From an optimization exercise on the open Yosys and OpenROAD flow, aimed at small area, a short achievable clock period and few clock cycles; shortcuts taken in it are not production practice. Only simulation tests tie the RTL to the original design; equivalence was not proved. Power figures rest on the tool's default switching activity, not on a simulated workload.

## flow/design.v (module list and top-level ports; edited modules follow where they fit)
// module MyDesign: 1603 lines
// module fa: 4 lines
module MyDesign (
    input  wire        dut_run,
    output reg         dut_busy,
    input  wire        reset_b,
    input  wire        clk,
    output wire        input_sram_write_enable,
    output wire [11:0] input_sram_write_addresss,
    output wire [15:0] input_sram_write_data,
    output wire [11:0] input_sram_read_address,
    input  wire [15:0] input_sram_read_data,
    output reg         output_sram_write_enable,
    output wire [11:0] output_sram_write_addresss,
    output wire [15:0] output_sram_write_data,
    output wire [11:0] output_sram_read_address,
    input  wire [15:0] output_sram_read_data,
    output wire        scratchpad_sram_write_enable,
    output wire [11:0] scratchpad_sram_write_addresss,
    output wire [15:0] scratchpad_sram_write_data,
    output wire [11:0] scratchpad_sram_read_address,
    input  wire [15:0] scratchpad_sram_read_data,
    output wire        weights_sram_write_enable,
    output wire [11:0] weights_sram_write_addresss,
    output wire [15:0] weights_sram_write_data,
    output wire [11:0] weights_sram_read_address,
    input  wire [15:0] weights_sram_read_data
);
  // ...
==> flow/flow/run.sh <==
#!/bin/bash
# Layout: the standard ORFS flow (standard.sh, unchanged synthesis),
# with repair_timing asked to keep a setup margin of 7.7 ns on the design's
# 11 ns clock, and the port buffers made as buf_2 cells.
# Each ORFS step writes its full log under orfs/logs; make's output goes to
# standard.log.
set -o pipefail
bash standard.sh SETUP_SLACK_MARGIN=7.7 "BUFFER_PORTS_ARGS=-buffer_cell sky130_fd_sc_hd__buf_2" finish > standard.log 2>&1
==> flow/standard.sh <==
#!/bin/bash
# synth_recipe.tcl (not shown) runs the flow's synth.tcl, then flattens the netlist and writes it again
# the make line also repeats each setting of config.mk as NAME=value (left out here)
make -C /OpenROAD-flow-scripts/flow DESIGN_CONFIG=/design/flow/config.mk WORK_HOME=/design/flow/orfs CLKGATE_MAP_FILE= SYNTH_SCRIPT=/design/flow/synth_recipe.tcl "${@:-finish}"
==> flow/config.mk <==
export PLATFORM = sky130hd
export DESIGN_NAME = MyDesign
export DESIGN_NICKNAME = MyDesign
export VERILOG_FILES = /design/flow/design.v
export SDC_FILE = /design/flow/constraint.sdc
export NUM_CORES = 4
export LEC_CHECK = 0
export ABC_AREA = 1
export CAP_MARGIN = 20
export CORE_MARGIN = 2
export CORE_UTILIZATION = 55
export CTS_BUF_LIST = sky130_fd_sc_hd__clkbuf_8 sky130_fd_sc_hd__clkbuf_16
export CTS_CLUSTER_DIAMETER = 80
export CTS_CLUSTER_SIZE = 30
export SLEW_MARGIN = 20
export SYNTH_HIERARCHICAL = 1
export SYNTH_MINIMUM_KEEP_SIZE = 0
==> flow/constraint.sdc <==
create_clock -name core_clock -period 11.0 [get_ports {clk}]
set_input_delay 2.2000 -clock core_clock [delete_from_list [all_inputs] [get_ports {clk}]]
set_output_delay 2.2000 -clock core_clock [all_outputs]
set_load 0.01 [all_outputs]
==> impl_metrics.csv, run 1 <==
group,metric,value,unit
sta,setup-tns-final,0,ns
cells_and_area,finalInstanceArea,30400,um2
critical_path,ff2ff_setup_slack,7.73,ns
critical_path,r2r_cells,6,
critical_path,worstPathArrival,1.20,ns
clock_tree,cts_hold_buffers,0,
yosys,synth_compound_area_frac,0.102,
place,gp_congestion,1.07,
cells_and_area,largest_register_ffs,108,
pwr,power,9.53,mW
sta,setup_viol,0,
detailed_routing,ant_nets,0,
cells_and_area,sh_seq_area,0.350,
critical_path,startpoint,"waddr_o[5]",
clock_tree,cts-htree-levels,1,
pwr,combPwrFrac,0.606,
floorplanning,start_util,0.554,
floorplanning,core_region_area,51200,um2
global_route,gr-max-usage-layer,"met2",
cells_and_area,reg.largest.list,"kd (108), ph (18)",
pwr,power.group.top,"combinational cells",
sta,holdWs,0.353,ns
sta,finalHoldViolCount,0,
critical_path,timing.rr.end,"r544",
outcome,status,"complete, no violations",
sta,final_max_slew_viol_count,0,
pwr,seqPwrFrac,0.276,
cells_and_area,multi_input_area_share,0.539,
flow_run,max-cap-violations,0,
pwr,irDropWorstVdd,0.000298,V
sta,max_slew.worst_pin.slew,1.11,ns
cells_and_area,drive_gt1_frac,0.0907,
detailed_routing,wl_met1,35.1,mm
worst_hold_path,worstHoldEndpoint,"wd_hi[0]",
cells_and_area,num-multi-input-gates,1882,
yosys,ys_ff_latch,473,
cells_and_area,nonClockInverterCount,269,
clock_tree,cts-root-buf,"clkbuf_16",
critical_path,critPathTopFamily,"flip-flops",
cells_and_area,final_common_cell,"dfxtp_1",
global_route,grt_use_met3,0.0744,
yosys,muxShareOfSynthArea,0.00847,
critical_path,critPathCaptureType,"primary output",
Testbench counts, summed over its fixed seeds: cycles 13,944.
==> run 2: changes to the inputs <==
--- a/flow/design.v
+++ b/flow/design.v
@@ -1563,44 +1563,43 @@
   wire [6:0] y = acc[18] ? 7'd0 : (|acc[17:7]) ? 7'd127 : acc[6:0];
   reg [6:0] wd_lo, wd_hi;
   always @(posedge clk) begin
     wd_lo <= y;
     wd_hi <= wd_lo;
   end
   assign output_sram_write_data = {1'b0, wd_hi, 1'b0, wd_lo};
   reg [4:0] vf;
-  reg [6:0] waddr_o;   
+  reg [6:0] oa;        
   reg       odn;       
-  reg       ofirst;    
+  reg [6:0] waddr_o;   
   wire      last = output_sram_write_enable & (waddr_o == 7'd97);
   always @(posedge clk) begin
     if (~reset_b) begin
       busy <= 1'b0;
       dut_busy <= 1'b0;
       vf <= 0;
       output_sram_write_enable <= 1'b0;
     end else begin
       vf <= {vf[3:0], rd & q[0] & (q[4:2] != 3'd0)};
       output_sram_write_enable <= vf[4];
       busy <= (~busy & runi) | (busy & ~last);
       dut_busy <= (~dut_busy & runi) | (dut_busy & ~last);
     end
+    waddr_o <= oa;
     if (start) begin
-      ofirst <= 1'b1;
+      oa <= 7'd0;
       odn <= 1'b0;
     end else if (vf[4]) begin
-      ofirst <= 1'b0;
-      if (ofirst) waddr_o <= 7'd0;
-      else if (~odn) begin
-        if (waddr_o >= 7'd91) begin waddr_o <= waddr_o + 7'd1; odn <= 1'b1; end
-        else waddr_o <= waddr_o + 7'd7;
+      if (~odn) begin
+        if (oa >= 7'd91) begin oa <= oa + 7'd1; odn <= 1'b1; end
+        else oa <= oa + 7'd7;
       end else begin
-        if (waddr_o <= 7'd6) begin waddr_o <= waddr_o + 7'd1; odn <= 1'b0; end
-        else waddr_o <= waddr_o - 7'd7;
+        if (oa <= 7'd6) begin oa <= oa + 7'd1; odn <= 1'b0; end
+        else oa <= oa - 7'd7;
       end
     end
   end
   assign output_sram_write_addresss = {5'b0, waddr_o};
 endmodule
 module fa (input wire a, input wire b, input wire c, output wire s, output wire co);
   assign s = a ^ b ^ c;
   assign co = (a & b) | (a & c) | (b & c);
==> run 2 against run 1 <==
  * Critical endpoint is now output_sram_write_addresss[6]
  * Die area up 0.23%
  * Via count up 0.38%
  * Area after synthesis up 0.24%
  * Still clean on timing, DRC and antenna
  * Power about the same
==> impl_metrics.csv, run 2 <==
group,metric,value,unit
sta,layout_min_cycle_time,3.28,ns
cells_and_area,final_common_cell,"dfxtp_1",
floorplanning,ioPinCount,232,
cells_and_area,nNetsFinal,3214,
sta,setup-tns-final,0,ns
global_route,grt_max_degree,71,
global_route,grt_use_met3,0.0639,
sta,finalHoldViolCount,0,
clock_tree,cts_hold_buffers,0,
clock_tree,cts_tree,"yes",
sta,max_freq,305,MHz
clock_tree,clk_path_buf_depth,3,
place,gp_congestion,1.01,
global_route,antenna_found_initial,1,
sta,maxSlewHeadroom,0.248,
pwr,powerDensity,311,nW/um2
critical_path,cpPeakStageDelay,0.36,ns
place,placedInstanceArea,29100,um2
sta,period_share,0.298,
clock_tree,cts-htree-levels,1,
yosys,async_flop_share,0,
yosys,ys_top_cells_by_area,"dfxtp_1 (26%), fa_1 (23%), edfxtp_1 (11%), xor2_1 (10%), o22ai_1 (5.5%)",
place,hpwlAfterDp,70.1,mm
yosys,ys_ff_latch,479,
detailed_routing,drt_iter0_markers,1872,
yosys,synth_ff_type,"dfxtp_1",
clock_tree,insertion_delay,0.63,ns
place,port_buffers,67,
yosys,yosysWarnings,7,
cells_and_area,antennaDiodeCount,0,
worst_hold_path,hp-class,"flip-flop to flip-flop",
critical_path,critPathCaptureType,"primary output",
critical_path,crit_type,"flip-flop to primary output",
sta,setup_viol,0,
cells_and_area,drive_gt1_frac,0.0916,
yosys,avgSynthCellArea,10.5,um2
cells_and_area,largest_register_ffs,108,
yosys,netlist_area,28400,um2
cells_and_area,nFillCells,4405,
yosys,yosysTopAreaCellShare,0.261,
yosys,yosysSeqAreaShare,0.375,
floorplanning,start_util,0.556,
global_route,use_met2,0.532,
critical_path,cpMaxStageDelayCell,"dfxtp_2",
detailed_routing,drt-vias-per-instance,5.69,
yosys,ys_types,44,
global_route,grt_pass1_vias,19900,
global_route,globalRouteTotalUtil,0.322,
critical_path,crit_path_start_kind,"flip-flop",
cells_and_area,final_cell_mix,"dfxtp_1 (348), xor2_1 (331), fa_1 (325), nand2_1 (322), o22ai_1 (252)",
cells_and_area,reg.largest.list,"kd (108), ph (18)",
detailed_routing,ant_nets,0,
yosys,synthCells,2721,
critical_path,worst-path-buf-inv,1,
detailed_routing,num_vias,19700,
pwr,irDropWorstVdd,0.000243,V
detailed_routing,drc,0,
detailed_routing,drt-total-wl,85.6,mm
yosys,synth_most_common_cell,"dfxtp_1",
sta,final_max_slew_viol_count,0,
critical_path,worstPathArrival,1.08,ns
floorplanning,die_x,231,um
global_route,grt_pass1_wl,125,mm
yosys,synth_common_cells,"dfxtp_1 (371), xor2_1 (331), fa_1 (325), nand2_1 (322), o22ai_1 (252)",
sta,finClkSkew,0.0433,ns
clock_tree,clock-sinks,479,
clock_tree,cts-root-buf,"clkbuf_16",
critical_path,crit_fanout,2,
global_route,gr-max-usage-layer,"met2",
clock_tree,cts_buffers,27,
sta,rsz0062_at_grt,"yes",
floorplanning,core_region_area,51200,um2
detailed_routing,wl_per_cell,24.7,um
global_route,grt-ovfl-total,0,
critical_path,crit_required,8.80,ns
floorplanning,dieArea,53500,um2
cells_and_area,top_register,"kd",
sta,max_slew.worst_pin.slew,1.12,ns
detailed_routing,first_pass_iters,6,
critical_path,critPathTopFamily,"flip-flops",
cells_and_area,syn_to_final_growth,7.51,%
yosys,netlist.top_cell.by_area,"dfxtp_1",
clock_tree,clk_pin_slew_worst_paths,0.09,ns
critical_path,crit_chain,"buf_6",
cells_and_area,finalInstanceArea,30600,um2
global_route,grtUsageMet1,0.425,
outcome,status,"complete, no violations",
flow_run,max-cap-violations,0,
yosys,synth-edff-count,108,
floorplanning,row_count,83,
pwr,power.leakage,13.0,nW
floorplanning,die_y,231,um
## run 2: Yosys stat by module, one instance, submodules excluded
module | cells inside | times used | cell area, um2 | flops+latches
MyDesign | 2397 | 1 | 22000 | 479
fa | 1 | 324 | 20.0 | 0
## run 2: where the power goes
part / total (mW) / internal (mW) / switching (mW)
clock network: 1.21 / 0.541 / 0.668
logic: 5.67 / 2.42 / 3.25
registers: 2.64 / 2.39 / 0.252
total: 9.52 / 5.35 / 4.17
## run 2: stage by stage
stage | std cells | worst slack, ns | util | total power, mW | hold WS (ns)
2_1_floorplan | 2852 | 7.72 | - | 6.40 | 0.326
3_3_place_gp | 3409 | 6.67 | 0.567 | 8.16 | 0.332
3_5_place_dp | 3412 | 7.04 | 0.568 | 8.38 | 0.335
4_1_cts | 3463 | 7.69 | 0.596 | 9.63 | 0.354
5_1_grt | 3463 | 7.68 | 0.597 | 10.5 | 0.358
6_report | 3463 | 7.72 | 0.597 | 9.52 | 0.351
## run 2: final cells by class
cell class,instances,area (um2),share of cell area
Multi-Input combinational cell,1893,16400,0.536
Sequential cell,479,10700,0.350
Inverter,265,995,0.0325
Tap cell,680,851,0.0278
Clock buffer,27,676,0.0221
Timing Repair Buffer,97,646,0.0211
Clock inverter,22,323,0.0106
## run 2: logic make-up after synthesis
| kind of cell | Yosys count | synth area share |
|---|---|---|
| xor+xnor | 339 | 0.104 |
| flops | 479 | 0.375 |
| buf+inv | 480 | 0.0809 |
| compound gates | 520 | 0.104 |
| other cells | 1 | 0.000132 |
| simple gates | 494 | 0.0721 |
| mux | 24 | 0.00845 |
| fa+ha+maj | 384 | 0.255 |
## run 2: metal layers
| layer | wire (um) | share of wire | up-vias |
|---|---|---|---|
| met3 | 7850 | 0.092 | 194 |
| met4 | 3070 | 0.036 | 0 |
| met5 | 0 | 0 | - |
| li1 | - | - | 8766 |
| met2 | 40600 | 0.47 | 943 |
| met1 | 34000 | 0.40 | 9786 |
## run 2: final timing paths
kind | cells after the start | from | endpoint | slack [ns]
setup / recovery | 1 | waddr_o[6] | output_sram_write_addresss[6] | 7.72
hold / removal | 0 | wd_lo[0] | wd_hi[0] | 0.35
setup reg to reg | 6 | ph[8] | r489 | 7.77
hold reg to reg | 0 | wd_lo[0] | wd_hi[0] | 0.35
## run 2: what timing repair did
item	CTS	global route
setup buffers	2	0
gates resized for setup	89	17
setup endpoints to repair	93	59
Testbench counts of run 2, summed over its fixed seeds: cycles 13,944.

static timing again, ports no longer ideal:
The flow's constraints put no driver on any port. The routed layouts listed below were extracted and timed again, unchanged, in two steps. Step 1 assumes that a clkbuf_16 drives the clock port and a buf_2 every other input. Step 2 adds t to the input delays and takes it off the output delays; t is the mean of the earliest and latest rising clock arrival at the registers after step 1. Input paths then give back, and output paths get back, about the clock's delay inside the block. a / b / c = no drivers / after step 1 / after step 2; a / b = the first two.
| run | t (ns) | setup WS [ns] | worst setup path after step 2 | latest minus earliest clock arrival (ns) | cell pins on the clock port's net |
|---|---|---|---|---|---|
| run 1 | 0.657 | 7.598 / 7.536 / 7.354 | input to register | 0.035 / 0.036 | 1 |
| run 2 | 0.665 | 7.720 / 7.661 / 7.434 | input to register | 0.044 / 0.043 | 1 |
After both steps setup and hold are still met in every run listed. The setup slack of run 2, which loses most, moves by -0.059 ns with the drivers and by -0.286 ns with both steps.
